Source: an optimization exercise on an open RTL-to-GDS flow (aim: small area, a short achievable clock period and few clock cycles). Production flows keep margins and buffers that such runs may drop. The RTL was checked by simulation tests, not by an equivalence proof against the original design. Power and IR drop assume default switching activity.

Design bubble_sort, start of the top module:
module bubble_sort(
input clk,
input rst_n,
input [63:0] data,
input en,
output logic [7:0] data_o,
output logic [63:0] data_sort_o,
output logic wr_en,
output logic last
);
Size in the first run: roughly 650 cells after synthesis, roughly 130 flip-flops, roughly 140 I/O pins, ~7200 µm² of cells after synthesis.
clock: 5.0 ns
lec_check: 0
abc_clock_period_in_ps: 1500
cap_margin: 20
core_margin: 2
core_utilization: 40
setup_slack_margin: 2.5
slew_margin: 20
standard.sh (not shown) runs the stock make flow with config.mk's settings and CLKGATE_MAP_FILE= SYNTH_SCRIPT=/design/flow/synth_recipe.tcl, a recipe that flattens the netlist after the stock synthesis.
==> flow/flow/run.sh <==
#!/bin/bash
set -euo pipefail
export BUFFER_PORTS_ARGS="-buffer_cell sky130_fd_sc_hd__buf_1"
bash standard.sh > flow_standard.log 2>&1
The first run completed without violations.
Testbench counts at the start, summed over its fixed seeds: cycles 12,800.
Then changed:
--- a/flow/config.mk
+++ b/flow/config.mk
@@ -8 +7,0 @@
-export ABC_CLOCK_PERIOD_IN_PS = 1500
@@ -12 +11 @@
-export SETUP_SLACK_MARGIN = 2.5
+export SETUP_SLACK_MARGIN = 3.2
Result: Total power went up by 8.1%; fmax rises by about 0.7%; clock power is higher by about 4%; wire length rises by 6.9%; worst setup slack is better by 0.020 ns; count of clock-buffer cells in the layout came out higher by 6.
Then changed:
--- a/flow/config.mk
+++ b/flow/config.mk
@@ -11 +11 @@
-export SETUP_SLACK_MARGIN = 3.2
+export SETUP_SLACK_MARGIN = 1.5
Result: The changed run passed the timing, DRC and antenna checks. Design area fell by 19%. Power fell by 15%. Via count fell by 10%. Routed wire length fell by 15%.

---

bubble_sort, a different RTL version from the one above (not shown whole).
Size in the first run: roughly 140 I/O pins, ~6700 µm² of cells after synthesis.
// bubble_sort
module bubble_sort(
input clk,
input rst_n,
input [63:0] data,
input en,
output logic [7:0] data_o,
output logic [63:0] data_sort_o,
output logic wr_en,
output logic last
);
clock: 5.0 ns
lec_check: 0
abc_area: 1
cap_margin: 20
core_margin: 2
core_utilization: 60
cts_buf_list: sky130_fd_sc_hd__clkbuf_8
setup_slack_margin: 2.55
slew_margin: 20
tns_end_percent: 10
==> flow/flow/run.sh <==
#!/bin/bash
set -euo pipefail
export BUFFER_PORTS_ARGS="-buffer_cell sky130_fd_sc_hd__buf_1"
export CTS_ARGS="-sink_clustering_enable -repair_clock_nets -dont_use_dummy_load -buf_list sky130_fd_sc_hd__clkbuf_8"
bash standard.sh > flow_standard.log 2>&1
The baseline produced a clean layout.
Testbench counts at the start, summed over its fixed seeds: cycles 12,800.
Change:
==> flow/flow/run.sh (replaced) <==
#!/bin/bash
set -euo pipefail
export BUFFER_PORTS_ARGS="-buffer_cell sky130_fd_sc_hd__buf_1"
bash standard.sh > flow_standard.log 2>&1
- SETUP_SLACK_MARGIN: 2.55 -> 2.7
Power climbs by 8.9%.
Cell area climbs by about 5%.
Hold slack loses 0.0065 ns.
Sequential share of layout area drops by 2.3 points.
Fmax climbs by 2.5%.
Core utilization climbs by 3.5 points.
Non-clock buffer count climbs by 25.
Change:
==> flow/flow/run.sh (replaced) <==
#!/bin/bash
set -euo pipefail
export BUFFER_PORTS_ARGS="-buffer_cell sky130_fd_sc_hd__buf_1"
export CTS_ARGS="-sink_clustering_enable -repair_clock_nets -dont_use_dummy_load -buf_list sky130_fd_sc_hd__clkbuf_8"
bash standard.sh > flow_standard.log 2>&1
After rerunning: The new run finished clean. Cell count fell slightly. Power fell by a few percent. Routed wire length fell slightly. Critical path depth does not change. Worst hold slack improves by 0.0079 ns. Worst setup slack improves by 0.014 ns. Sequential power barely changes. Global-route usage fell by 0.36 points. Sequential share of layout area rose by 0.83 points.
Change:
- SETUP_SLACK_MARGIN: 2.7 -> 3.0
What happened:
- power went up by 2.4%
- routed wire length is higher by 1.4%
- cell area increases by 2.2%
- setup slack is worse by 0.0099 ns
- clock power hardly moves
- sequential share of layout area shrinks by 0.99 points
Change:
- SETUP_SLACK_MARGIN: 3.0 -> 2.7
- TNS_END_PERCENT: 10 -> 25
Outcome: The new run finished clean; via count falls by 0.46%; design area falls by 1.5%; die area is unchanged; sequential power is about the same.

---

Another version of the RTL of bubble_sort (not shown whole).
Size in the first run: about 590 cells after synthesis, ~150 flip-flops, ~0.0074 sq mm of cells after synthesis.
clock: 5.0 ns
lec_check: 0
abc_clock_period_in_ps: 2200
cap_margin: 20
core_margin: 2
core_utilization: 40
setup_slack_margin: 2.8
slew_margin: 20
run.sh (not shown) runs the stock make flow with config.mk's settings and CLKGATE_MAP_FILE= SYNTH_SCRIPT=/design/flow/synth_recipe.tcl, a recipe that flattens the netlist after the stock synthesis.
Stock flow here: none of the scripts above is used.
The first run finished with timing, DRC and antenna clean.
Testbench counts at the start, summed over its fixed seeds: cycles 12,800.
Rerun with:
- ABC_CLOCK_PERIOD_IN_PS: 2200 -> unset
- SETUP_SLACK_MARGIN: 2.8 -> unset
The new run completed with no timing, DRC or antenna violations; non-clock buffer count drops by 82; routed wire length is lower by 12%; core utilization went down by 9.0 points.
Rerun with:
==> flow/flow/run.sh (new file) <==
#!/bin/bash
set -euo pipefail
export BUFFER_PORTS_ARGS="-buffer_cell sky130_fd_sc_hd__buf_1"
bash standard.sh > flow_standard.log 2>&1
==> flow/standard.sh (new file) <==
#!/bin/bash
# synth_recipe.tcl (not shown) runs the flow's synth.tcl, then flattens the netlist and writes it again
# the make line also repeats each setting of config.mk as NAME=value (left out here)
make -C /OpenROAD-flow-scripts/flow DESIGN_CONFIG=/design/flow/config.mk WORK_HOME=/design/flow/orfs CLKGATE_MAP_FILE= SYNTH_SCRIPT=/design/flow/synth_recipe.tcl "${@:-finish}"
removed: flow/run.sh
Effect:
- cell area went down by a little under a tenth
- utilization went down by 4.8 points
- global-route usage went up by 0.21 points
- sequential power is about the same
- first-iteration DRC count went up by a quarter to a third
- power went down by a few percent
- maximum frequency went down slightly
- die area is unchanged
- cell count stays flat
- worst setup slack got worse by 0.085 ns
- worst hold slack got worse by 0.069 ns

==> port drivers added, routing unchanged <==
No port has a modelled driver above. Below, the same layouts with a new extraction and two added sets of constraints. Step 1: set_driving_cell puts a clkbuf_16 on clk and a buf_2 on each other input, an assumption about the parent block. Step 2 also shifts input and output timing later by t, the mid clock arrival at the registers, as if the neighbouring blocks saw the same clock. Slacks: no drivers / after step 1 / after step 2; pairs: no drivers / after step 1.
run | t, ns | slack for setup (ns) | clock arrival spread, ns | slew at the worst register clock pin (ns) | pins driven straight from the clock port
the first run of note 1 | 0.458 | 2.121 / 2.128 / 1.670 | 0.008 / 0.008 | 0.06 / 0.06 | 1
the second run of note 1 | 0.456 | 2.141 / 2.152 / 1.697 | 0.017 / 0.017 | 0.06 / 0.06 | 1
the third run of note 1 | 0.453 | 1.763 / 1.783 / 1.330 | 0.011 / 0.010 | 0.06 / 0.06 | 1
the first run of note 2 | 0.469 | 2.512 / 2.476 / 2.102 | 0.016 / 0.016 | 0.07 / 0.07 | 1
the second run of note 2 | 0.479 | 2.572 / 2.534 / 2.203 | 0.012 / 0.011 | 0.07 / 0.07 | 1
the third run of note 2 | 0.467 | 2.586 / 2.550 / 2.334 | 0.016 / 0.016 | 0.07 / 0.07 | 1
the fourth run of note 2 | 0.458 | 2.576 / 2.539 / 2.336 | 0.020 / 0.020 | 0.07 / 0.07 | 1
the fifth run of note 2 | 0.465 | 2.570 / 2.533 / 2.377 | 0.016 / 0.015 | 0.07 / 0.07 | 1
the first run of note 3 | 0.477 | 1.553 / 1.553 / 1.400 | 0.023 / 0.023 | 0.07 / 0.07 | 1
the second run of note 3 | 0.462 | 0.702 / 0.702 / 0.667 | 0.010 / 0.010 | 0.07 / 0.07 | 1
the third run of note 3 | 0.469 | 0.617 / 0.617 / 0.617 | 0.008 / 0.007 | 0.06 / 0.06 | 1
After both steps setup and hold are still met in every run listed. For the first run of note 1, which loses most, drivers alone change the setup slack by +0.007 ns; drivers and shift together by -0.451 ns.
